Background: an optimization exercise with open tools, aiming at a short achievable clock period and few clock cycles. Do not read the settings as production practice. No run shown here included a check of the RTL's function; only the layout flow was run. The flow treats the clock pin as an ideal source, which a real chip does not have. Power and IR drop assume default switching activity.

### design/flow/design.v
module ALU (
	input [63:0] base,
	input [8:0] imm,
	output [63:0] addr
);
	wire [8:0] lp, lg;
	wire [8:0] a1, b1, a2, b2, a3, b3, c;
	genvar i;
	generate
		for (i = 0; i < 9; i = i + 1) begin : lo
			Xor2 cp (base[i], imm[i], lp[i]);
			And2 cg (base[i], imm[i], lg[i]);
			if (i >= 1) PreI c1 (lg[i], lp[i], lg[i-1], lp[i-1], a1[i], b1[i]);
			else begin assign a1[i] = ~lg[i]; assign b1[i] = ~lp[i]; end
			if (i >= 2) PreN c2 (a1[i], b1[i], a1[i-2], b1[i-2], a2[i], b2[i]);
			else begin assign a2[i] = ~a1[i]; assign b2[i] = ~b1[i]; end
			if (i >= 4) PreI c3 (a2[i], b2[i], a2[i-4], b2[i-4], a3[i], b3[i]);
			else begin assign a3[i] = ~a2[i]; assign b3[i] = ~b2[i]; end
			if (i >= 8) GenN c4 (a3[i], b3[i], a3[i-8], c[i]);
			else assign c[i] = ~a3[i];
		end
	endgenerate
	wire [8:0] lo_sum = lp ^ {c[7:0], 1'b0};
	wire c9 = c[8];
	wire [54:0] hi = base[63:9];
	wire [54:0] o0 = hi, z0 = ~hi;
	wire [54:0] o1, z1, o2, z2, o3, z3, o4, z4, o5, z5, o6, z6;
	generate
		for (i = 0; i < 55; i = i + 1) begin : pre
			if (i >= 1) begin AndI ao1 (o0[i], o0[i-1], o1[i]); AndI az1 (z0[i], z0[i-1], z1[i]); end
			else begin assign o1[i] = ~o0[i]; assign z1[i] = ~z0[i]; end
			if (i >= 2) begin AndN ao2 (o1[i], o1[i-2], o2[i]); AndN az2 (z1[i], z1[i-2], z2[i]); end
			else begin assign o2[i] = ~o1[i]; assign z2[i] = ~z1[i]; end
			if (i >= 4) begin AndI ao3 (o2[i], o2[i-4], o3[i]); AndI az3 (z2[i], z2[i-4], z3[i]); end
			else begin assign o3[i] = ~o2[i]; assign z3[i] = ~z2[i]; end
			if (i >= 8) begin AndN ao4 (o3[i], o3[i-8], o4[i]); AndN az4 (z3[i], z3[i-8], z4[i]); end
			else begin assign o4[i] = ~o3[i]; assign z4[i] = ~z3[i]; end
			if (i >= 16) begin AndI ao5 (o4[i], o4[i-16], o5[i]); AndI az5 (z4[i], z4[i-16], z5[i]); end
			else begin assign o5[i] = ~o4[i]; assign z5[i] = ~z4[i]; end
			if (i >= 32) begin AndN ao6 (o5[i], o5[i-32], o6[i]); AndN az6 (z5[i], z5[i-32], z6[i]); end
			else begin assign o6[i] = ~o5[i]; assign z6[i] = ~z5[i]; end
		end
	endgenerate
	wire [54:0] ones = {o6[53:0], 1'b1};
	wire [54:0] zeros = {z6[53:0], 1'b1};
	wire up = c9 & ~imm[8];
	wire down = ~c9 & imm[8];
	assign addr = {hi ^ (({55{up}} & ones) | ({55{down}} & zeros)), lo_sum};
endmodule
module ALUControl (
	input [63:0] a,
	input [63:0] b,       
	input cin,
	input add,
	input and_,
	input orr,
	output z
);
	wire [63:0] p = a ^ b;
	wire [63:0] g = a | b;
	wire [63:0] bad_add = {p[63:1] ^ g[62:0], p[0] ^ cin};
	wire nz_add, nz_and, nz_orr;
	SignExtend t_add (.v(bad_add), .nz(nz_add));
	SignExtend t_and (.v(a & b), .nz(nz_and));
	SignExtend t_orr (.v(g), .nz(nz_orr));
	assign z = (add & ~nz_add) | (and_ & ~nz_and) | (orr & ~nz_orr);
endmodule
module Adder (
	input [63:0] a,
	input [63:0] b,
	input cin,
	output [63:0] sum,
	output [63:0] sumn
);
	wire [63:0] p, g;
	genvar i;
	generate
		for (i = 0; i < 64; i = i + 1) begin : pg
			Xor2 cp (a[i], b[i], p[i]);
			And2 cg (a[i], b[i], g[i]);
		end
	endgenerate
	wire [63:0] g0 = {g[62:0], cin};
	wire [63:0] p0 = {p[62:0], 1'b0};
	wire [63:0] g1, p1, g2, p2, g3, p3, g4, p4, g5, p5, g6;
	generate
		for (i = 0; i < 64; i = i + 1) begin : l
			if (i >= 1) PreI c1 (g0[i], p0[i], g0[i-1], p0[i-1], g1[i], p1[i]);
			else begin assign g1[i] = ~g0[i]; assign p1[i] = ~p0[i]; end
			if (i >= 2) PreN c2 (g1[i], p1[i], g1[i-2], p1[i-2], g2[i], p2[i]);
			else begin assign g2[i] = ~g1[i]; assign p2[i] = ~p1[i]; end
			if (i >= 4) PreI c3 (g2[i], p2[i], g2[i-4], p2[i-4], g3[i], p3[i]);
			else begin assign g3[i] = ~g2[i]; assign p3[i] = ~p2[i]; end
			if (i >= 8) PreN c4 (g3[i], p3[i], g3[i-8], p3[i-8], g4[i], p4[i]);
			else begin assign g4[i] = ~g3[i]; assign p4[i] = ~p3[i]; end
			if (i >= 16) PreI c5 (g4[i], p4[i], g4[i-16], p4[i-16], g5[i], p5[i]);
			else begin assign g5[i] = ~g4[i]; assign p5[i] = ~p4[i]; end
			if (i >= 32) GenN c6 (g5[i], p5[i], g5[i-32], g6[i]);
			else assign g6[i] = ~g5[i];
		end
	endgenerate
	generate
		for (i = 0; i < 64; i = i + 1) begin : s
			Xor2 cs (p[i], g6[i], sum[i]);
			Xnor2 cn (p[i], g6[i], sumn[i]);
		end
	endgenerate
endmodule
module ControlUnit (
	input [31:0] inst,
	input [9:0] pc,
	input dwr,              
	input [4:0] d_rd,
	input d_zok,            
	input x_wr,
	input [4:0] x_rd,
	input w_wr,
	input [4:0] w_rd,
	input w_z,
	input [30:0] zf,
	output t0,
	output ta,
	output tb,
	output stall,
	output cbz_d,           
	output [9:0] q_t,
	output [9:0] q_nt,
	output [9:0] tgt_cbz
);
	wire isB = inst[31:26] == 6'b000101;
	wire isCBZ = inst[31:24] == 8'hB4;
	wire isLDST = (inst[31:23] == 9'b111110000) & ~inst[21];    
	wire [4:0] rn = inst[9:5];
	wire [4:0] rt = inst[4:0];
	wire rt31 = rt == 5'd31;
	wire eq_dt, eq_xt, eq_wt, eq_dn;
	HazardDetectionUnit c_dt (.a(d_rd), .b(rt), .eq(eq_dt));
	HazardDetectionUnit c_xt (.a(x_rd), .b(rt), .eq(eq_xt));
	HazardDetectionUnit c_wt (.a(w_rd), .b(rt), .eq(eq_wt));
	HazardDetectionUnit c_dn (.a(d_rd), .b(rn), .eq(eq_dn));
	wire xt = dwr & eq_dt;
	wire wt = x_wr & eq_xt;
	wire w2t = w_wr & eq_wt;
	wire zrf = rt31 | zf[rt];
	wire e = rt31 | (~xt & ~wt & (w2t ? w_z : zrf));
	assign t0 = isB | (isCBZ & e);
	assign ta = isCBZ & xt & d_zok;
	assign tb = isCBZ & ~xt & wt;
	assign cbz_d = isCBZ & ~rt31 & xt & ~d_zok;
	assign stall = isLDST & dwr & eq_dn;
	wire [9:0] tgtB, tgtC;
	ProgramCounter add_b (.a(pc), .b(inst[9:0]), .sum(tgtB));
	ProgramCounter add_c (.a(pc), .b(inst[14:5]), .sum(tgtC));
	wire [9:0] seq = pc + 10'd1;
	assign tgt_cbz = tgtC;
	assign q_t = stall ? pc : isB ? tgtB : tgtC;
	assign q_nt = stall ? pc : seq;
endmodule
module DataMemoryMUX (
	input [63:0] a,
	input [63:0] b,
	input add,            
	input sub,
	input and_,
	input orr,
	output z
);
	wire [63:0] p = a ^ b;
	wire [63:0] g = a | b;
	wire [63:0] bad_add = {p[63:1] ^ g[62:0], p[0]};
	wire nz_add, nz_sub, nz_and, nz_orr;
	SignExtend t_add (.v(bad_add), .nz(nz_add));
	SignExtend t_sub (.v(p), .nz(nz_sub));
	SignExtend t_and (.v(a & b), .nz(nz_and));
	SignExtend t_orr (.v(g), .nz(nz_orr));
	assign z = (add & ~nz_add) | (sub & ~nz_sub) | (and_ & ~nz_and) | (orr & ~nz_orr);
endmodule
module EXMEM (
	input CLOCK,
	input d,
	output reg q
);
	always @(posedge CLOCK)
		q <= d;
endmodule
module ForwardingUnitALUMuxA (
	input s0, input [63:0] d0,
	input s1, input [63:0] d1,
	input s2, input [63:0] d2,
	output [63:0] y
);
	wire [63:0] n0, n1, n2;
	genvar i;
	generate
		for (i = 0; i < 64; i = i + 1) begin : b
			AndI c0 (s0, d0[i], n0[i]);
			AndI c1 (s1, d1[i], n1[i]);
			AndI c2 (s2, d2[i], n2[i]);
			Nand3 o (n0[i], n1[i], n2[i], y[i]);
		end
	endgenerate
endmodule
module ForwardingUnitALUMuxB (
	input e0s, input [63:0] e0,
	input e1s, input [63:0] e1,
	input e2s, input [63:0] e2,
	input e3s, input [63:0] e3,
	input l0s, input [63:0] l0,
	input l1s, input [63:0] l1,
	output [63:0] y
);
	genvar i;
	generate
		for (i = 0; i < 64; i = i + 1) begin : b
			wire n0, n1, n2, n3, en, m0, m1;
			AndI c0 (e0s, e0[i], n0);
			AndI c1 (e1s, e1[i], n1);
			AndI c2 (e2s, e2[i], n2);
			AndI c3 (e3s, e3[i], n3);
			And4 ce (n0, n1, n2, n3, en);      
			AndI d0 (l0s, l0[i], m0);
			AndI d1 (l1s, l1[i], m1);
			Nand3 o (en, m0, m1, y[i]);
		end
	endgenerate
endmodule
module HazardDetectionUnit (
	input [4:0] a,
	input [4:0] b,
	output eq
);
	wire [4:0] x;
	genvar i;
	generate
		for (i = 0; i < 5; i = i + 1) begin : bt
			Xnor2 c (a[i], b[i], x[i]);
		end
	endgenerate
	wire n0, n1;
	Nand3 c0 (x[0], x[1], x[2], n0);
	AndI c1 (x[3], x[4], n1);
	Nor2 c2 (n0, n1, eq);
endmodule
module IFID (
	input CLOCK,
	input [9:0] d,
	output reg [9:0] q
);
	always @(posedge CLOCK)
		q <= d;
endmodule
module MEMWB (
	input CLOCK,
	input [63:0] d,
	output reg [63:0] q
);
	always @(posedge CLOCK)
		q <= d;
endmodule
module ProgramCounter (
	input [9:0] a,
	input [9:0] b,
	output [9:0] sum
);
	wire [9:0] p = a ^ b;
	wire [9:0] g = a & b;
	wire [9:0] g1, p1, g2, p2, g3, p3, c;
	genvar i;
	generate
		for (i = 0; i < 10; i = i + 1) begin : l
			if (i >= 1) PreI c1 (g[i], p[i], g[i-1], p[i-1], g1[i], p1[i]);
			else begin assign g1[i] = ~g[i]; assign p1[i] = ~p[i]; end
			if (i >= 2) PreN c2 (g1[i], p1[i], g1[i-2], p1[i-2], g2[i], p2[i]);
			else begin assign g2[i] = ~g1[i]; assign p2[i] = ~p1[i]; end
			if (i >= 4) PreI c3 (g2[i], p2[i], g2[i-4], p2[i-4], g3[i], p3[i]);
			else begin assign g3[i] = ~g2[i]; assign p3[i] = ~p2[i]; end
			if (i >= 8) GenN c4 (g3[i], p3[i], g3[i-8], c[i]);
			else assign c[i] = ~g3[i];
		end
	endgenerate
	assign sum = p ^ {c[8:0], 1'b0};
endmodule
module ProgramCounterMUX (
	input [9:0] q_t,
	input [9:0] q_nt,
	input [9:0] d_tgt,
	input t0,
	input ta,
	input tb,
	input r1,               
	input stall,
	input d_zv,
	input x_zalu,
	input x_isLD,
	input x_ldz,
	output [9:0] pc_next,
	output d_valid_next
);
	wire xz = x_zalu | (x_isLD & x_ldz);
	wire take = t0 | (ta & d_zv) | (tb & xz);
	wire red = r1 & xz;
	assign pc_next = red ? d_tgt : take ? q_t : q_nt;
	assign d_valid_next = ~red & ~stall;
endmodule
module RegisterModule (
	input [31*64-1:0] regs,
	input [4:0] sel,
	output [63:0] q
);
	wire [31:0] line_lo, line_hi;
	RegisterMux dec_lo (.sel(sel), .line(line_lo));
	RegisterMux dec_hi (.sel(sel), .line(line_hi));
	genvar i, j;
	generate
		for (j = 0; j < 64; j = j + 1) begin : b
			wire [31:0] n;       
			for (i = 0; i < 31; i = i + 1) begin : r
				AndI c (j < 32 ? line_lo[i] : line_hi[i], regs[i*64 + j], n[i]);
			end
			assign n[31] = 1'b1;
			wire [7:0] o;        
			for (i = 0; i < 8; i = i + 1) begin : g4
				Nand4 c (n[4*i], n[4*i+1], n[4*i+2], n[4*i+3], o[i]);
			end
			wire [3:0] p;        
			for (i = 0; i < 4; i = i + 1) begin : g8
				Nor2 c (o[2*i], o[2*i+1], p[i]);
			end
			Nand4 out (p[0], p[1], p[2], p[3], q[j]);
		end
	endgenerate
endmodule
module RegisterMux (
	input [4:0] sel,
	output [31:0] line
);
	genvar i;
	generate
		for (i = 0; i < 32; i = i + 1) begin : l
			assign line[i] = sel == i;
		end
	endgenerate
endmodule
module PreI (input g1, input p1, input g0, input p0, output gn, output pn);
	assign gn = ~(g1 | (p1 & g0));
	assign pn = ~(p1 & p0);
endmodule
module PreN (input gn1, input pn1, input gn0, input pn0, output g, output p);
	assign g = ~(gn1 & (pn1 | gn0));
	assign p = ~(pn1 | pn0);
endmodule
module GenI (input g1, input p1, input g0, output gn);
	assign gn = ~(g1 | (p1 & g0));
endmodule
module GenN (input gn1, input pn1, input gn0, output g);
	assign g = ~(gn1 & (pn1 | gn0));
endmodule
module AndI (input a1, input a0, output yn);
	assign yn = ~(a1 & a0);
endmodule
module AndN (input an1, input an0, output y);
	assign y = ~(an1 | an0);
endmodule
module Nand3 (input a, input b, input c, output y);
	assign y = ~(a & b & c);
endmodule
module Xor2 (input a, input b, output y);
	assign y = a ^ b;
endmodule
module Xnor2 (input a, input b, output y);
	assign y = ~(a ^ b);
endmodule
module And2 (input a, input b, output y);
	assign y = a & b;
endmodule
module And4 (input a, input b, input c, input d, output y);
	assign y = a & b & c & d;
endmodule
module Nor2 (input a, input b, output y);
	assign y = ~(a | b);
endmodule
module Nand4 (input a, input b, input c, input d, output y);
	assign y = ~(a & b & c & d);
endmodule
module SignExtend (
	input [63:0] v,
	output nz
);
	wire [31:0] l1;
	wire [15:0] l2;
	wire [7:0] l3;
	wire [3:0] l4;
	wire [1:0] l5;
	genvar i;
	generate
		for (i = 0; i < 32; i = i + 1) begin : a
			AndN c (v[2*i], v[2*i+1], l1[i]);         
		end
		for (i = 0; i < 16; i = i + 1) begin : b
			AndI c (l1[2*i], l1[2*i+1], l2[i]);       
		end
		for (i = 0; i < 8; i = i + 1) begin : c
			AndN c (l2[2*i], l2[2*i+1], l3[i]);
		end
		for (i = 0; i < 4; i = i + 1) begin : d
			AndI c (l3[2*i], l3[2*i+1], l4[i]);
		end
		for (i = 0; i < 2; i = i + 1) begin : e
			AndN c (l4[2*i], l4[2*i+1], l5[i]);
		end
	endgenerate
	AndI f (l5[0], l5[1], nz);
endmodule
module ARMLEG (
	input CLOCK,
	input RESET,
	output [63:0] imem_addr,
	input [31:0] imem_data,
	output [63:0] dmem_addr,
	output [63:0] dmem_wdata,
	output dmem_we,
	output dmem_re,
	input [63:0] dmem_rdata
);
	integer i;
	reg [9:0] pc;
	reg d_valid;
	reg d_isLD, d_isST, d_add, d_sub, d_and, d_orr, d_cbz, d_wr;
	reg [4:0] d_rd;
	reg [63:0] d_vn, d_vb;          
	reg d_xa, d_wa, d_w2a, d_ra;    
	reg d_xb, d_wb, d_w2b, d_rb;    
	reg d_xa_add, d_xa_and, d_xa_orr, d_xa_ld;    
	reg d_xb_and, d_xb_orr, d_xb_ld, d_xb_addp, d_xb_addn;
	reg [8:0] d_imm;
	reg [9:0] d_tgt;
	reg d_zok;
	reg x_isLD, x_isST, x_add, x_and, x_orr, x_sub, x_wr;
	reg [4:0] x_rd;
	reg [63:0] x_a, x_bi, x_addr;     
	wire [63:0] x_wd;                 
	wire x_we, x_re;                  
	wire [9:0] pc_out;                
	reg w_wr, w2_wr;
	reg [4:0] w_rd, w2_rd;
	reg [63:0] w_res, w2_res;
	reg w_z;
	wire [63:0] w_data;    
	reg [30:0] w_we;       
	reg [63:0] rf [0:30];
	reg [30:0] zf;
	wire [63:0] x_sum, x_sumn;
	Adder alu_add (.a(x_a), .b(x_bi), .cin(x_sub), .sum(x_sum), .sumn(x_sumn));
	wire [63:0] x_andv = x_a & x_bi;
	wire [63:0] x_orv = x_a | x_bi;
	wire [63:0] x_out;
	ForwardingUnitALUMuxB mux_x (.e0s(x_isLD), .e0(dmem_rdata), .e1s(x_and), .e1(x_andv), .e2s(x_orr), .e2(x_orv),
		.e3s(1'b0), .e3(64'b0), .l0s(x_add), .l0(x_sum), .l1s(1'b0), .l1(64'b0), .y(x_out));
	wire x_zalu, rdata_nz;
	ALUControl zt_alu (.a(x_a), .b(x_bi), .cin(x_sub), .add(x_add), .and_(x_and), .orr(x_orr), .z(x_zalu));
	SignExtend zt_ld (.v(dmem_rdata), .nz(rdata_nz));
	wire x_ldz = ~rdata_nz;
	wire x_z = x_zalu | (x_isLD & x_ldz);
	assign dmem_addr = x_addr;
	assign dmem_wdata = x_wd;
	assign dmem_we = x_we;
	assign dmem_re = x_re;
	MEMWB w_copy (.CLOCK(CLOCK), .d(x_out), .q(w_data));
	wire [63:0] va, vb;
	ForwardingUnitALUMuxA mux_a (.s0(d_wa), .d0(w_res), .s1(d_w2a), .d1(w2_res), .s2(d_ra), .d2(d_vn), .y(va));
	ForwardingUnitALUMuxA mux_b (.s0(d_wb), .d0(w_res), .s1(d_w2b), .d1(w2_res), .s2(d_rb), .d2(d_vb), .y(vb));
	wire [63:0] sub64 = {64{d_sub}};
	wire [63:0] opa, opbi;
	ForwardingUnitALUMuxB mux_opa (.e0s(d_xa_and), .e0(x_andv), .e1s(d_xa_orr), .e1(x_orv), .e2s(d_xa_ld), .e2(dmem_rdata),
		.e3s(~d_xa), .e3(va), .l0s(d_xa_add), .l0(x_sum), .l1s(1'b0), .l1(64'b0), .y(opa));
	ForwardingUnitALUMuxB mux_opb (.e0s(d_xb_and), .e0(x_andv ^ sub64), .e1s(d_xb_orr), .e1(x_orv ^ sub64),
		.e2s(d_xb_ld), .e2(dmem_rdata ^ sub64), .e3s(~d_xb), .e3(vb ^ sub64),
		.l0s(d_xb_addp), .l0(x_sum), .l1s(d_xb_addn), .l1(x_sumn), .y(opbi));
	MEMWB wd_copy (.CLOCK(CLOCK), .d(opbi), .q(x_wd));    
	wire [63:0] addr, addr_w, addr_w2, addr_rf;
	ALU agu_w (.base(w_res), .imm(d_imm), .addr(addr_w));
	ALU agu_w2 (.base(w2_res), .imm(d_imm), .addr(addr_w2));
	ALU agu_rf (.base(d_vn), .imm(d_imm), .addr(addr_rf));
	ForwardingUnitALUMuxA mux_addr (.s0(d_wa), .d0(addr_w), .s1(d_w2a), .d1(addr_w2), .s2(d_ra), .d2(addr_rf), .y(addr));
	wire d_zv;
	DataMemoryMUX zt_d (.a(d_vn), .b(d_vb), .add(d_add & ~d_sub), .sub(d_sub), .and_(d_and), .orr(d_orr), .z(d_zv));
	assign imem_addr = {52'b0, pc_out, 2'b00};
	wire [31:0] inst = imem_data;
	wire [10:0] op11 = inst[31:21];
	wire f_isB   = inst[31:26] == 6'b000101;
	wire f_isCBZ = inst[31:24] == 8'hB4;
	wire f_isADD = op11 == 11'h458;
	wire f_isSUB = op11 == 11'h658;
	wire f_isAND = op11 == 11'h450;
	wire f_isORR = op11 == 11'h550;
	wire f_isLD  = op11 == 11'h7C2;
	wire f_isST  = op11 == 11'h7C0;
	wire f_isR   = f_isADD | f_isSUB | f_isAND | f_isORR;
	wire [4:0] f_rn = inst[9:5];
	wire [4:0] f_rm = inst[20:16];
	wire [4:0] f_rt = inst[4:0];
	wire [4:0] f_rb = inst[28] ? f_rt : f_rm;
	wire f_rt31 = f_rt == 5'd31;
	wire [31*64-1:0] rf_flat;
	genvar gi;
	generate
		for (gi = 0; gi < 31; gi = gi + 1) begin : rff
			assign rf_flat[gi*64 +: 64] = rf[gi];
		end
	endgenerate
	wire [63:0] f_vn, f_vb;
	RegisterModule rd_n (.regs(rf_flat), .sel(f_rn), .q(f_vn));
	RegisterModule rd_b (.regs(rf_flat), .sel(f_rb), .q(f_vb));
	wire dwr = d_valid & d_wr;
	wire f_xa = dwr & (d_rd == f_rn);
	wire f_wa = x_wr & (x_rd == f_rn);
	wire f_w2a = w_wr & (w_rd == f_rn);
	wire f_xb = dwr & (d_rd == f_rb);
	wire f_wb = x_wr & (x_rd == f_rb);
	wire f_w2b = w_wr & (w_rd == f_rb);
	wire c_t0, c_ta, c_tb, stall, f_cbzD;
	wire [9:0] q_t, q_nt, f_tgtC, pc_next;
	wire dv_next;
	ControlUnit fctl (.inst(inst), .pc(pc), .dwr(dwr), .d_rd(d_rd), .d_zok(d_zok),
		.x_wr(x_wr), .x_rd(x_rd), .w_wr(w_wr), .w_rd(w_rd), .w_z(w_z), .zf(zf),
		.t0(c_t0), .ta(c_ta), .tb(c_tb), .stall(stall), .cbz_d(f_cbzD),
		.q_t(q_t), .q_nt(q_nt), .tgt_cbz(f_tgtC));
	ProgramCounterMUX pc_mux (.q_t(q_t), .q_nt(q_nt), .d_tgt(d_tgt), .t0(c_t0), .ta(c_ta), .tb(c_tb),
		.r1(d_valid & d_cbz), .stall(stall), .d_zv(d_zv), .x_zalu(x_zalu), .x_isLD(x_isLD), .x_ldz(x_ldz),
		.pc_next(pc_next), .d_valid_next(dv_next));
	wire x_ld_next = ~RESET & d_valid & d_isLD;
	wire x_st_next = ~RESET & d_valid & d_isST;
	wire [9:0] pc_d = RESET ? 10'd0 : pc_next;
	EXMEM re_copy (.CLOCK(CLOCK), .d(x_ld_next), .q(x_re));
	EXMEM we_copy (.CLOCK(CLOCK), .d(x_st_next), .q(x_we));
	IFID pc_copy (.CLOCK(CLOCK), .d(pc_d), .q(pc_out));
	always @(posedge CLOCK) begin
		pc <= pc_d;
		d_valid <= ~RESET & dv_next;
		d_isLD <= f_isLD;
		d_isST <= f_isST;
		d_add <= f_isADD | f_isSUB;
		d_sub <= f_isSUB;
		d_and <= f_isAND;
		d_orr <= f_isORR;
		d_cbz <= f_cbzD;
		d_wr <= (f_isR | f_isLD) & ~f_rt31;
		d_rd <= f_rt;
		d_imm <= inst[20:12];
		d_tgt <= f_tgtC;
		d_vn <= f_vn;
		d_vb <= f_vb;
		d_xa <= f_xa;
		d_wa <= f_wa;
		d_w2a <= f_w2a & ~f_wa;
		d_ra <= ~f_wa & ~f_w2a;
		d_xb <= f_xb;
		d_zok <= (f_isR) & ~f_xa & ~f_wa & ~f_w2a & ~f_xb & ~f_wb & ~f_w2b;
		d_xa_add <= f_xa & d_add;
		d_xa_and <= f_xa & d_and;
		d_xa_orr <= f_xa & d_orr;
		d_xa_ld <= f_xa & d_isLD;
		d_xb_and <= f_xb & d_and;
		d_xb_orr <= f_xb & d_orr;
		d_xb_ld <= f_xb & d_isLD;
		d_xb_addp <= f_xb & d_add & ~f_isSUB;
		d_xb_addn <= f_xb & d_add & f_isSUB;
		d_wb <= f_wb;
		d_w2b <= f_w2b & ~f_wb;
		d_rb <= ~f_wb & ~f_w2b;
		x_isLD <= x_ld_next;
		x_isST <= x_st_next;
		if (RESET || !d_valid)
			x_wr <= 1'b0;
		else
			x_wr <= d_wr;
		x_add <= d_add;
		x_sub <= d_sub;
		x_and <= d_and;
		x_orr <= d_orr;
		x_rd <= d_rd;
		x_a <= opa;
		x_bi <= opbi;
		x_addr <= addr;
		w_wr <= ~RESET & x_wr;
		w_rd <= x_rd;
		w_res <= x_out;
		w_z <= x_z;
		w2_wr <= ~RESET & w_wr;
		w2_rd <= w_rd;
		w2_res <= w_res;
		for (i = 0; i < 31; i = i + 1)
			w_we[i] <= ~RESET & x_wr & (x_rd == i);
		for (i = 0; i < 31; i = i + 1)
			if (w_we[i]) begin
				rf[i] <= w_data;
				zf[i] <= w_z;
			end
	end
endmodule
### design/flow/standard.sh
#!/bin/bash
# synth_recipe.tcl (not shown) runs the flow's synth.tcl, then flattens the netlist and writes it again
# the make line also repeats each setting of config.mk as NAME=value (left out here)
make -C /OpenROAD-flow-scripts/flow DESIGN_CONFIG=/design/flow/config.mk WORK_HOME=/design/flow/orfs CLKGATE_MAP_FILE= SYNTH_SCRIPT=/design/flow/synth_recipe.tcl "${@:-finish}"
### design/flow/flow/run.sh
#!/bin/bash
# Layout flow: the standard synthesis, unchanged, then the standard ORFS
# steps with these settings changed:
#  - ports are buffered with a plain buffer (by default the port buffering
#    picks a delay cell, which the footprint-bound sizing then mostly keeps);
#  - the resizer may swap a cell for one of the same function with another
#    footprint;
#  - CTS ends with a second timing repair pass (flow/extra_repair.tcl).
# Each step's output is kept in a log of its own here.
set -euo pipefail
bash standard.sh synth > synth.log 2>&1
bash standard.sh "BUFFER_PORTS_ARGS=-buffer_cell sky130_fd_sc_hd__buf_6" MATCH_CELL_FOOTPRINT=0 \
	"POST_CTS_TCL=$PWD/flow/extra_repair.tcl" finish > layout.log 2>&1
### design/flow/config.mk
export PLATFORM = sky130hd
export DESIGN_NAME = ARMLEG
export DESIGN_NICKNAME = ARMLEG
export VERILOG_FILES = /design/flow/design.v
export SDC_FILE = /design/flow/constraint.sdc
export NUM_CORES = 8
export LEC_CHECK = 0
export CAP_MARGIN = 20
export CORE_MARGIN = 2
export CORE_UTILIZATION = 30
export GPL_TIMING_DRIVEN = 1
export SETUP_SLACK_MARGIN = 5
export SLEW_MARGIN = 35
export SYNTH_HIERARCHICAL = 1
### design/flow/constraint.sdc
create_clock -name core_clock -period 8.0 [get_ports {CLOCK}]
set_input_delay 1.6000 -clock core_clock [delete_from_list [all_inputs] [get_ports {CLOCK}]]
set_output_delay 1.6000 -clock core_clock [all_outputs]
set_load 0.01 [all_outputs]
### design/flow/flow/extra_repair.tcl
# A second timing repair pass at the end of CTS (the first one, ORFS's own,
# often stops with paths it could still improve), then legalize again.
estimate_parasitics -placement
repair_timing_helper
set result [catch { detailed_placement } msg]
if { $result != 0 } {
  error "Detailed placement failed after the extra repair: $msg"
}
check_placement -verbose
estimate_parasitics -placement
report_worst_slack -max
==> results of run 1 <==
## path summary, 6_finish.rpt
path | endpoint | cells past startpoint
worst max-delay path | pc_copy.q[8] | 15
worst min-delay path | x_add | 0
worst max register to register | pc_copy.q[8] | 15
worst min register to register | x_add | 0
## state kept, by name (all words and copies together) (netlist names), 5 cells and up
name       flops
d_imm          9
d_rd           5
d_tgt         10
d_vb          64
d_vn          64
pc            10
pc_copy.q     10
rf          1984
w2_res        64
w_copy.q      64
w_rd           5
w_res         64
w_we          31
wd_copy.q     64
x_a           64
x_addr        64
x_bi          64
x_rd           5
zf            31
## final cells by class
cell class / instances / share of cell area [%]
sequential: 2713 / 43.2
multi-input combinational: 13300 / 39.6
timing repair buffer: 784 / 5.70
clock buffer: 385 / 4.68
tap: 6223 / 4.46
inverter: 711 / 1.58
clock inverter: 137 / 0.757
antenna: 16 / 0.0229
## per-layer routing
layer	part of all wire (%)	vias up	global-route usage [%]
met2	43	7636	38.0
met4	7.2	6	14.7
met3	10	1366	4.79
li1	-	57200	-
met5	0.0058	-	0
met1	40	62100	32.6
## power by group through the flow
stage / Sequential, mW / Clock, mW / Combinational [mW]
detailed placement: 16.6 / 0 / 5.62
global route: 16.5 / 14.5 / 6.64
floorplan: 16.3 / 0 / 3.30
finish: 16.5 / 13.8 / 6.29
global placement: 16.7 / 0 / 5.52
## per-stage QoR
stage               power [mW]  hold WS, ns  utilization (%)
global placement          22.2        0.336             33.0
finish                    36.6        0.390             37.1
global route              37.6        0.381             37.1
detailed placement        22.3        0.339             33.8
floorplan                 19.6        0.331                -
## cells in the final DEF, fill, tap and decap left out, types with 61 or more instances in the layout
cell type	instances
sky130_fd_sc_hd__nor2_4	157
sky130_fd_sc_hd__nor2_1	1643
sky130_fd_sc_hd__conb_1	566
sky130_fd_sc_hd__clkbuf_16	302
sky130_fd_sc_hd__and4_1	193
sky130_fd_sc_hd__xnor2_1	424
sky130_fd_sc_hd__and2_1	160
sky130_fd_sc_hd__buf_4	354
sky130_fd_sc_hd__dfxtp_4	184
sky130_fd_sc_hd__dfxtp_1	267
sky130_fd_sc_hd__dfxtp_2	247
sky130_fd_sc_hd__o21ai_2	143
sky130_fd_sc_hd__buf_6	244
sky130_fd_sc_hd__a21oi_2	226
sky130_fd_sc_hd__inv_1	684
sky130_fd_sc_hd__nand3_1	380
sky130_fd_sc_hd__o22ai_2	61
sky130_fd_sc_hd__a22oi_1	82
sky130_fd_sc_hd__ha_1	273
sky130_fd_sc_hd__nand4_1	1159
sky130_fd_sc_hd__edfxtp_1	2015
sky130_fd_sc_hd__or2_2	64
sky130_fd_sc_hd__nand2_1	6907
sky130_fd_sc_hd__nor2_2	91
sky130_fd_sc_hd__xor2_1	350
sky130_fd_sc_hd__buf_16	116
==> load_flow_metrics.sql, run 1 <==
INSERT INTO impl_metrics (metric_group, metric, value, unit) VALUES
('status', 'status', 'complete, no violations', ''),
('drt', 'total_number_of_vias', '128000', ''),
('floorplan', 'floorplan.die_area', '0.477', 'mm2'),
('floorplan', 'row_count', '252', ''),
('cells_and_area', 'multi_input_area', '0.0691', 'mm2'),
('cts', 'worstSkewPairLatency', '0.97', 'ns'),
('sta', 'grt_setup_unrepaired', 'true', ''),
('power', 'vdd_drop_max', '0.153', 'mV'),
('cells_and_area', 'finish.cell_count_without_fillers', '24300', ''),
('sta', 'setup_tns', '0', 'ns'),
('drt', 'routed_wl_per_cell', '25.7', 'um'),
('sta', 'period_minus_slack', '3.21', 'ns'),
('sta', 'timing_worst_slew_pin_value', '1.05', 'ns'),
('drt', 'route.final.wire_length', '624000', 'um'),
('drt', 'drt_pass1_iterations', '9', ''),
('cts', 'clkSlewWorstSetupHoldPaths', '0.07', 'ns'),
('sta', 'fin_skew', '0.0654', 'ns'),
('drt', 'first_iter_violations', '17200', ''),
('global_routing', 'grt_first_pass_wirelength', '871000', 'um'),
('power', 'power.share.switching', '30.1', '%'),
('power', 'register_share_of_total_power', '45.1', '%'),
('cts', 'clock_sink_count', '2713', ''),
('worst_hold_path', 'min-delay-start', 'd_add', ''),
('setup_path', 'end_kind', 'register', ''),
('drt', 'vias_per_cell', '5.29', ''),
('yosys', 'synth_area_per_cell', '8.68', 'um2'),
('cells_and_area', 'layout.area.seq', '0.0755', 'mm2'),
('setup_path', 'worst_path_max_delay_cell', 'sky130_fd_sc_hd__dfxtp_4', ''),
('sta', 'maxClockFrequency', '312', 'MHz'),
('cells_and_area', 'area_growth', '23.4', '%'),
('place', 'detailedPlacementHpwl', '457000', 'um'),
('power', 'power.switching', '11.0', 'mW'),
('setup_path', 'worstSetupPathType', 'reg -> reg', ''),
('yosys', 'synth.yosys.warnings', '11', ''),
('sta', 'final_number_of_max_transition_violations', '0', ''),
('yosys', 'syn-cell-area', '0.142', 'mm2'),
('yosys', 'postSynthCellCount', '16300', ''),
('setup_path', 'worst-r2r-setup-slack', '4.79', 'ns'),
('power', 'internal-power', '25.6', 'mW'),
('setup_path', 'crit-reg2reg-launch', 'x_bi[31]', ''),
('power', 'power.share.combinational', '17.2', '%'),
('power', 'clock_power_share', '37.7', '%'),
('place', 'routabilityCongestion', '1.09', ''),
('setup_path', 'top_family_by_delay_on_critical_path', 'simple AND/OR/NAND/NOR gates', ''),
('cells_and_area', 'fillers', '46700', ''),
('sta', 'relSlewSlack', '30.1', '%'),
('cts', 'cts_tree', 'built', ''),
('global_routing', 'grtUsageTotal', '24.9', '%'),
('power', 'leakage', '61.2', 'nW'),
('sta', 'finalSetupViolCount', '0', ''),
('setup_path', 'count_of_buffering_cells_on_the_critical_path_with_inverters_included', '2', ''),
('setup_path', 'worstPathCellList', 'buf_4, ha_1, nor2_1, nand2_1, nor2_1, nand2_1, nor2_4, nand2_1, o221ai_4, a21o_4, a221oi_4, buf_12, mux2i_1, a21oi_1, nor2b_2', ''),
('power', 'powerDensity', '209', 'mW/mm2'),
('sta', 'hold_violations', '0', ''),
('floorplan', 'initial_utilization', '30.1', '%'),
('setup_path', 'critical-path-top-cell-by-count', 'sky130_fd_sc_hd__nand2_1', ''),
('cells_and_area', 'drive_above_1_share', '14.9', '%'),
('setup_path', 'timing.critical_path.required', '8.80', 'ns'),
('cells_and_area', 'finalInstanceArea', '0.175', 'mm2'),
('global_routing', 'antenna_violations_before_repair', '30', ''),
('sta', 'setup_ws', '4.79', 'ns'),
('place', 'placement.io_buffers', '237', ''),
('place', 'placedInstanceArea', '0.159', 'mm2'),
('place', 'dp_slack', '3.15', 'ns'),
('cells_and_area', 'layout.nets', '18200', ''),
('setup_path', 'cp_data_arrival_time', '4.01', 'ns'),
('floorplan', 'die_w', '691', 'um'),
('global_routing', 'total_overflow_reported_by_the_global_router', '0', ''),
('global_routing', 'vias_in_the_first_global_route', '119000', ''),
('worst_hold_path', 'min_path_type', 'reg -> reg', ''),
('floorplan', 'io-pin-count', '292', ''),
('floorplan', 'fp.coreArea', '0.470', 'mm2'),
('setup_path', 'timing.critical_path.fanout_max', '6', ''),
('place', 'placed_cells', '23500', ''),
('floorplan', 'die_height', '691', 'um'),
('global_routing', 'maximum_number_of_pins_on_one_net_before_global_route_repair', '73', ''),
('drt', 'number_of_nets_still_failing_antenna_checks_after_routing', '0', ''),
('drt', 'drc', '0', ''),
('flow_run', 'maxCapViolCount', '0', ''),
('setup_path', 'critPathLaunchType', 'register', ''),
('sta', 'post_route_clock_period_utilization', '40.1', '%'),
('setup_path', 'critical_path.startpoint', 'x_bi[31]', ''),
('setup_path', 'cpPeakStageDelay', '0.37', 'ns');
==> inputs of run 2 (changes only) <==
--- a/design/flow/config.mk
+++ b/design/flow/config.mk
@@ -12,3 +12,3 @@
 export SETUP_SLACK_MARGIN = 5
-export SLEW_MARGIN = 35
+export SLEW_MARGIN = 20
 export SYNTH_HIERARCHICAL = 1
==> run 2 against run 1 <==
Still clean on timing, DRC and antenna. Sequential share of layout area down 0.14 points. Cell count up 0.39%. Sequential cell count unchanged. Synthesized cell count unchanged. Non-clock buffer count down 21. First-iteration DRC count up 13%. Total power up 1.3%. Hold slack worse by 0.031 ns. Worst setup slack worse by 0.017 ns. Fmax down 0.52%. Critical path type is now reg -> out.
==> load_flow_metrics.sql, run 2 <==
INSERT INTO impl_metrics (metric_group, metric, value, unit) VALUES
('sta', 'finalSetupViolCount', '0', ''),
('setup_path', 'cpPeakStageDelay', '0.49', 'ns'),
('sta', 'fin_skew', '0.0824', 'ns'),
('drt', 'drt_pass1_iterations', '12', ''),
('power', 'powerDensity', '212', 'mW/mm2'),
('place', 'placed_cells', '23300', ''),
('cells_and_area', 'final_cell_mix', '6904 x sky130_fd_sc_hd__nand2_1, 2015 x sky130_fd_sc_hd__edfxtp_1, 1654 x sky130_fd_sc_hd__nor2_1, 1159 x sky130_fd_sc_hd__nand4_1, 694 x sky130_fd_sc_hd__inv_1', ''),
('power', 'internal-power', '25.9', 'mW'),
('floorplan', 'floorplan.die_area', '0.477', 'mm2'),
('power', 'power.switching', '11.2', 'mW'),
('cells_and_area', 'largest_register_ff_count', '1984', ''),
('sta', 'hold_violations', '0', ''),
('status', 'status', 'complete, no violations', ''),
('drt', 'first_iter_violations', '19300', ''),
('drt', 'routed_wl_per_cell', '27.1', 'um'),
('power', 'power.share.switching', '30.2', '%'),
('cts', 'clock_sink_count', '2713', ''),
('setup_path', 'timing.critical_path.required', '6.40', 'ns'),
('cells_and_area', 'largest_register', 'rf', ''),
('cells_and_area', 'finalInstanceArea', '0.175', 'mm2'),
('floorplan', 'io-pin-count', '292', ''),
('setup_path', 'critPathLaunchType', 'register', ''),
('drt', 'vias_per_cell', '5.39', ''),
('sta', 'maxClockFrequency', '310', 'MHz'),
('drt', 'routed.top_layer', 'met5', ''),
('place', 'routabilityCongestion', '1.09', ''),
('drt', 'number_of_nets_still_failing_antenna_checks_after_routing', '0', ''),
('cells_and_area', 'most_common_cell_after_layout_fill_and_taps_aside', 'sky130_fd_sc_hd__nand2_1', ''),
('power', 'register_share_of_total_power', '44.6', '%'),
('drt', 'drc', '0', ''),
('cts', 'cts_tree', 'built', ''),
('setup_path', 'count_of_buffering_cells_on_the_critical_path_with_inverters_included', '1', ''),
('setup_path', 'worstPathCellList', 'buf_6', ''),
('yosys', 'synth.yosys.warnings', '11', ''),
('global_routing', 'vias_in_the_first_global_route', '121000', ''),
('global_routing', 'total_overflow_reported_by_the_global_router', '0', ''),
('floorplan', 'die_w', '691', 'um'),
('place', 'placement.io_buffers', '237', ''),
('setup_path', 'timing.critical_path.fanout_max', '1', ''),
('setup_path', 'end_kind', 'output pin', ''),
('setup_path', 'worst_path_max_delay_cell', 'sky130_fd_sc_hd__dfxtp_4', ''),
('worst_hold_path', 'min_path_type', 'reg -> reg', ''),
('global_routing', 'maximum_number_of_pins_on_one_net_before_global_route_repair', '80', ''),
('drt', 'wl_met2', '286000', 'um'),
('power', 'vdd_drop_max', '0.170', 'mV'),
('yosys', 'postSynthCellCount', '16300', ''),
('global_routing', 'grt_first_pass_wirelength', '911000', 'um'),
('power', 'leakage', '60.9', 'nW'),
('global_routing', 'grtUsageTotal', '26.3', '%'),
('sta', 'relSlewSlack', '20.4', '%'),
('drt', 'route.final.wire_length', '660000', 'um'),
('floorplan', 'row_count', '252', ''),
('yosys', 'syn-cell-area', '0.142', 'mm2'),
('sta', 'post_route_clock_period_utilization', '40.3', '%'),
('cells_and_area', 'layout.nets', '18300', ''),
('global_routing', 'antenna_violations_before_repair', '32', ''),
('sta', 'period_minus_slack', '3.22', 'ns'),
('yosys', 'synth_area_per_cell', '8.68', 'um2'),
('setup_path', 'top_family_by_delay_on_critical_path', 'flip-flops', ''),
('cts', 'clkSlewWorstSetupHoldPaths', '0.07', 'ns'),
('sta', 'grt_setup_unrepaired', 'true', ''),
('place', 'placedInstanceArea', '0.155', 'mm2'),
('floorplan', 'fp.coreArea', '0.470', 'mm2'),
('sta', 'timing_worst_slew_pin_value', '1.19', 'ns'),
('drt', 'met3_routed_wirelength', '73400', 'um'),
('drt', 'drt-met1-wl', '248000', 'um'),
('cells_and_area', 'fillers', '46600', ''),
('cells_and_area', 'finish.cell_count_without_fillers', '24400', ''),
('floorplan', 'initial_utilization', '30.1', '%'),
('power', 'clock_power_share', '38.1', '%'),
('sta', 'setup_tns', '0', 'ns'),
('cells_and_area', 'postLayoutCoreUtil', '37.2', '%'),
('cells_and_area', 'area_growth', '23.5', '%'),
('power', 'power.share.combinational', '17.3', '%'),
('setup_path', 'worstSetupPathType', 'reg -> out', ''),
('setup_path', 'cp_data_arrival_time', '1.62', 'ns'),
('place', 'detailedPlacementHpwl', '446000', 'um'),
('power', 'total_power_consumption_of_the_routed_design', '37.1', 'mW'),
('cells_and_area', 'drive_above_1_share', '15.2', '%'),
('flow_run', 'maxCapViolCount', '0', ''),
('floorplan', 'die_height', '691', 'um'),
('sta', 'final_number_of_max_transition_violations', '0', ''),
('cts', 'worstSkewPairLatency', '0.99', 'ns'),
('drt', 'total_number_of_vias', '131000', '');
[run 2: path summary, 6_finish.rpt]
kind,cells after the start,start,endpoint,slack (ns)
worst max-delay path,1,x_addr[34],dmem_addr[34],4.78
worst min-delay path,0,d_add,x_add,0.36
worst max register to register,16,d_vn[3],pc_copy.q[8],4.91
worst min register to register,0,d_add,x_add,0.36
[run 2: metrics by stage]
| step | hold slack, ns | worst slack, ns |
|---|---|---|
| finish | 0.358 | 4.78 |
| global route | 0.359 | 4.79 |
| detailed placement | 0.339 | 3.08 |
| global placement | 0.336 | 3.12 |
| floorplan | 0.331 | 4.50 |
[run 2: routing by layer]
layer	vias to the layer above	GRT usage [%]
met2	8702	40.7
met5	-	0.0100
met1	63300	33.4
met3	1707	5.45
met4	18	17.0
li1	57500	-
[run 2: area by class of cell]
cell class	instances	area (um2)	share of cell area [%]
clock inverter	163	1770	1.01
tap	6223	7790	4.45
inverter	711	2760	1.58
timing repair buffer	763	8970	5.13
antenna	16	40.0	0.0229
sequential	2713	75300	43.1
clock buffer	366	7900	4.52
multi-input combinational	13400	70300	40.2
[run 2: power by group through the flow]
stage / sequential, mW / combinational [mW] / clock (mW)
after detailed placement: 16.7 / 5.53 / 0
final: 16.5 / 6.41 / 14.1
after floorplan: 16.3 / 3.30 / 0
after global routing: 16.5 / 6.73 / 14.8
after global placement: 16.7 / 5.52 / 0
==> inputs of run 3 (changes only) <==
--- a/design/flow/flow/run.sh
+++ b/design/flow/flow/run.sh
@@ -7,2 +7,4 @@
 #    footprint;
+#  - timing repair does not clone gates (its clones kept a small drive
+#    strength on critical paths);
 #  - CTS ends with a second timing repair pass (flow/extra_repair.tcl).
@@ -12,2 +14,2 @@
 bash standard.sh "BUFFER_PORTS_ARGS=-buffer_cell sky130_fd_sc_hd__buf_6" MATCH_CELL_FOOTPRINT=0 \
-	"POST_CTS_TCL=$PWD/flow/extra_repair.tcl" finish > layout.log 2>&1
+	SKIP_GATE_CLONING=1 "POST_CTS_TCL=$PWD/flow/extra_repair.tcl" finish > layout.log 2>&1
==> run 3 against run 2 <==
Highest routed layer unchanged. Critical path type unchanged. Area after synthesis stayed put. Sequential power hardly changed. Via count is 0.46% lower. Clock power hardly changed. First-iteration DRC count is 0.96% lower. Sequential share of layout area is 0.13 points lower. Wire length is 0.99% lower. Hold slack worse by 0.0023 ns.
==> load_flow_metrics.sql, run 3 <==
INSERT INTO impl_metrics (metric_group, metric, value, unit) VALUES
('status', 'status', 'complete, no violations', ''),
('place', 'placed_cells', '23300', ''),
('place', 'placement.io_buffers', '237', ''),
('drt', 'number_of_nets_still_failing_antenna_checks_after_routing', '0', ''),
('cts', 'clkSlewWorstSetupHoldPaths', '0.07', 'ns'),
('drt', 'first_iter_violations', '19100', ''),
('setup_path', 'critical_path.startpoint', 'x_addr[34]', ''),
('global_routing', 'total_overflow_reported_by_the_global_router', '0', ''),
('cells_and_area', 'postLayoutCoreUtil', '37.4', '%'),
('sta', 'relSlewSlack', '29.7', '%'),
('drt', 'total_number_of_vias', '131000', ''),
('cells_and_area', 'area_growth', '24.3', '%'),
('global_routing', 'grtUsageTotal', '25.9', '%'),
('cells_and_area', 'fillers', '46400', ''),
('yosys', 'synth_area_per_cell', '8.68', 'um2'),
('cts', 'cts_tree', 'built', ''),
('sta', 'maxClockFrequency', '313', 'MHz'),
('sta', 'timing_worst_slew_pin_value', '1.05', 'ns'),
('power', 'leakage', '61.6', 'nW'),
('floorplan', 'floorplan.die_area', '0.477', 'mm2'),
('setup_path', 'cpPeakStageDelay', '0.47', 'ns'),
('yosys', 'postSynthCellCount', '16300', ''),
('sta', 'fin_worst_hold_slack', '0.356', 'ns'),
('setup_path', 'worst_r2r_endpoint', 'pc_copy.q[8]', ''),
('setup_path', 'critPathLaunchType', 'register', ''),
('place', 'routabilityCongestion', '1.09', ''),
('global_routing', 'antenna_violations_before_repair', '35', ''),
('power', 'register_share_of_total_power', '44.6', '%'),
('cells_and_area', 'drive_above_1_share', '15.4', '%'),
('floorplan', 'fp.coreArea', '0.470', 'mm2'),
('place', 'dp_slack', '3.08', 'ns'),
('sta', 'finalSetupViolCount', '0', ''),
('cells_and_area', 'largest_register', 'rf', ''),
('setup_path', 'worstSetupEndpoint', 'dmem_addr[34]', ''),
('setup_path', 'cp_data_arrival_time', '1.59', 'ns'),
('cells_and_area', 'multi_input_area', '0.0693', 'mm2'),
('setup_path', 'worstPathCellList', 'buf_6', ''),
('sta', 'fin_skew', '0.0806', 'ns'),
('setup_path', 'reg2regPathDepth', '15', ''),
('power', 'total_power_consumption_of_the_routed_design', '37.1', 'mW'),
('cells_and_area', 'largest_register_ff_count', '1984', ''),
('setup_path', 'timing.critical_path.fanout_max', '1', ''),
('global_routing', 'maximum_number_of_pins_on_one_net_before_global_route_repair', '80', ''),
('drt', 'vias_per_cell', '5.37', ''),
('cells_and_area', 'finish.cell_count_without_fillers', '24300', ''),
('floorplan', 'io-pin-count', '292', ''),
('sta', 'post_route_clock_period_utilization', '39.9', '%'),
('cells_and_area', 'most_common_cell_after_layout_fill_and_taps_aside', 'sky130_fd_sc_hd__nand2_1', ''),
('power', 'clock_power_share', '38.1', '%'),
('drt', 'drc', '0', ''),
('cts', 'clock_sink_count', '2713', ''),
('cells_and_area', 'finalInstanceArea', '0.176', 'mm2'),
('flow_run', 'maxCapViolCount', '0', ''),
('power', 'internal-power', '25.9', 'mW'),
('power', 'power.share.switching', '30.1', '%'),
('cts', 'worstSkewPairLatency', '0.97', 'ns'),
('setup_path', 'worst_path_max_delay_cell', 'sky130_fd_sc_hd__dfxtp_4', ''),
('sta', 'setup_tns', '0', 'ns'),
('power', 'powerDensity', '211', 'mW/mm2'),
('sta', 'grt_setup_unrepaired', 'true', ''),
('sta', 'setup_ws', '4.81', 'ns'),
('sta', 'hold_violations', '0', ''),
('power', 'power.share.combinational', '17.3', '%'),
('setup_path', 'timing.critical_path.required', '6.40', 'ns'),
('floorplan', 'initial_utilization', '30.1', '%'),
('global_routing', 'grt_first_pass_wirelength', '900000', 'um'),
('setup_path', 'worst-r2r-setup-slack', '4.86', 'ns'),
('cells_and_area', 'layout.nets', '18200', ''),
('floorplan', 'die_height', '691', 'um'),
('floorplan', 'row_count', '252', ''),
('sta', 'final_number_of_max_transition_violations', '0', '');
==> run 3: changes by cell type in the layout (fill, tap and decap cells not counted), moves of 15 or more <==
cell / delta
sky130_fd_sc_hd__ha_1: -15
sky130_fd_sc_hd__nor2_4: -95
sky130_fd_sc_hd__inv_1: -16
sky130_fd_sc_hd__dfxtp_2: -82
sky130_fd_sc_hd__dfxtp_4: +98
sky130_fd_sc_hd__nor2_1: -22
sky130_fd_sc_hd__dfxtp_1: -16
sky130_fd_sc_hd__buf_12: -26
sky130_fd_sc_hd__inv_2: +15
sky130_fd_sc_hd__buf_16: +79
==> run 3: power by group through the flow <==
stage / clock [mW] / combinational [mW] / sequential [mW]
finish: 14.1 / 6.42 / 16.5
global route: 14.8 / 6.76 / 16.5
detailed placement: 0 / 5.53 / 16.7
global placement: 0 / 5.52 / 16.7
floorplan: 0 / 3.30 / 16.3
==> run 3: worst min path at each step <==
stage | startpoint | to | slack, ns | depth (start not counted)
3_3_place_gp | d_add | x_add | 0.34 | 0
6_report | d_add | x_add | 0.36 | 0
2_1_floorplan | d_add | x_add | 0.33 | 0
3_5_place_dp | d_add | x_add | 0.34 | 0
5_1_grt | d_add | x_add | 0.36 | 0
==> run 3: final cells by class <==
cell class | count | area share [%]
Clock buffer | 366 | 4.49
Clock inverter | 163 | 1.00
Multi-Input combinational cell | 13300 | 39.4
Sequential cell | 2713 | 43.0
Timing Repair Buffer | 824 | 6.15
Antenna cell | 17 | 0.0242
Tap cell | 6223 | 4.42
Inverter | 711 | 1.57
==> run 3: metal layers <==
| layer | global-route usage [%] | up-vias | wire, um |
|---|---|---|---|
| li1 | - | 57400 | - |
| met1 | 33.2 | 63100 | 248000 |
| met2 | 40.0 | 8596 | 284000 |
| met3 | 5.49 | 1620 | 73500 |
| met4 | 16.0 | 10 | 48100 |
| met5 | 0.0400 | - | 73 |

## separate check: timing with driven ports
In the flow no input, the clock included, has a driving cell. The finished layouts below were timed again as built, in two steps. Step 1 (the two cells are an assumption about what drives the block):
set clk [get_ports {CLOCK}]
set_driving_cell -lib_cell sky130_fd_sc_hd__clkbuf_16 $clk
set_driving_cell -lib_cell sky130_fd_sc_hd__buf_2 [delete_from_list [all_inputs] $clk]
Step 2 adds t to the input delays and takes it off the output delays; t is the mean of the earliest and latest rising clock arrival at the registers after step 1. Input paths then give back, and output paths get back, about the clock's delay inside the block. Slacks: ideal / step 1 / step 2; pairs: ideal / step 1.
run | shift t [ns] | slack for setup (ns) | slew at the worst register clock pin (ns)
run 1 | 1.036 | 4.794 / 4.727 / 3.818 | 0.08 / 0.08
run 2 | 1.048 | 4.777 / 4.676 / 3.857 | 0.08 / 0.08
run 3 | 1.032 | 4.809 / 4.705 / 3.906 | 0.08 / 0.08
After both steps every run listed still meets setup and hold. The setup slack of run 1, which loses most, moves by -0.067 ns with the drivers and by -0.976 ns with both steps.
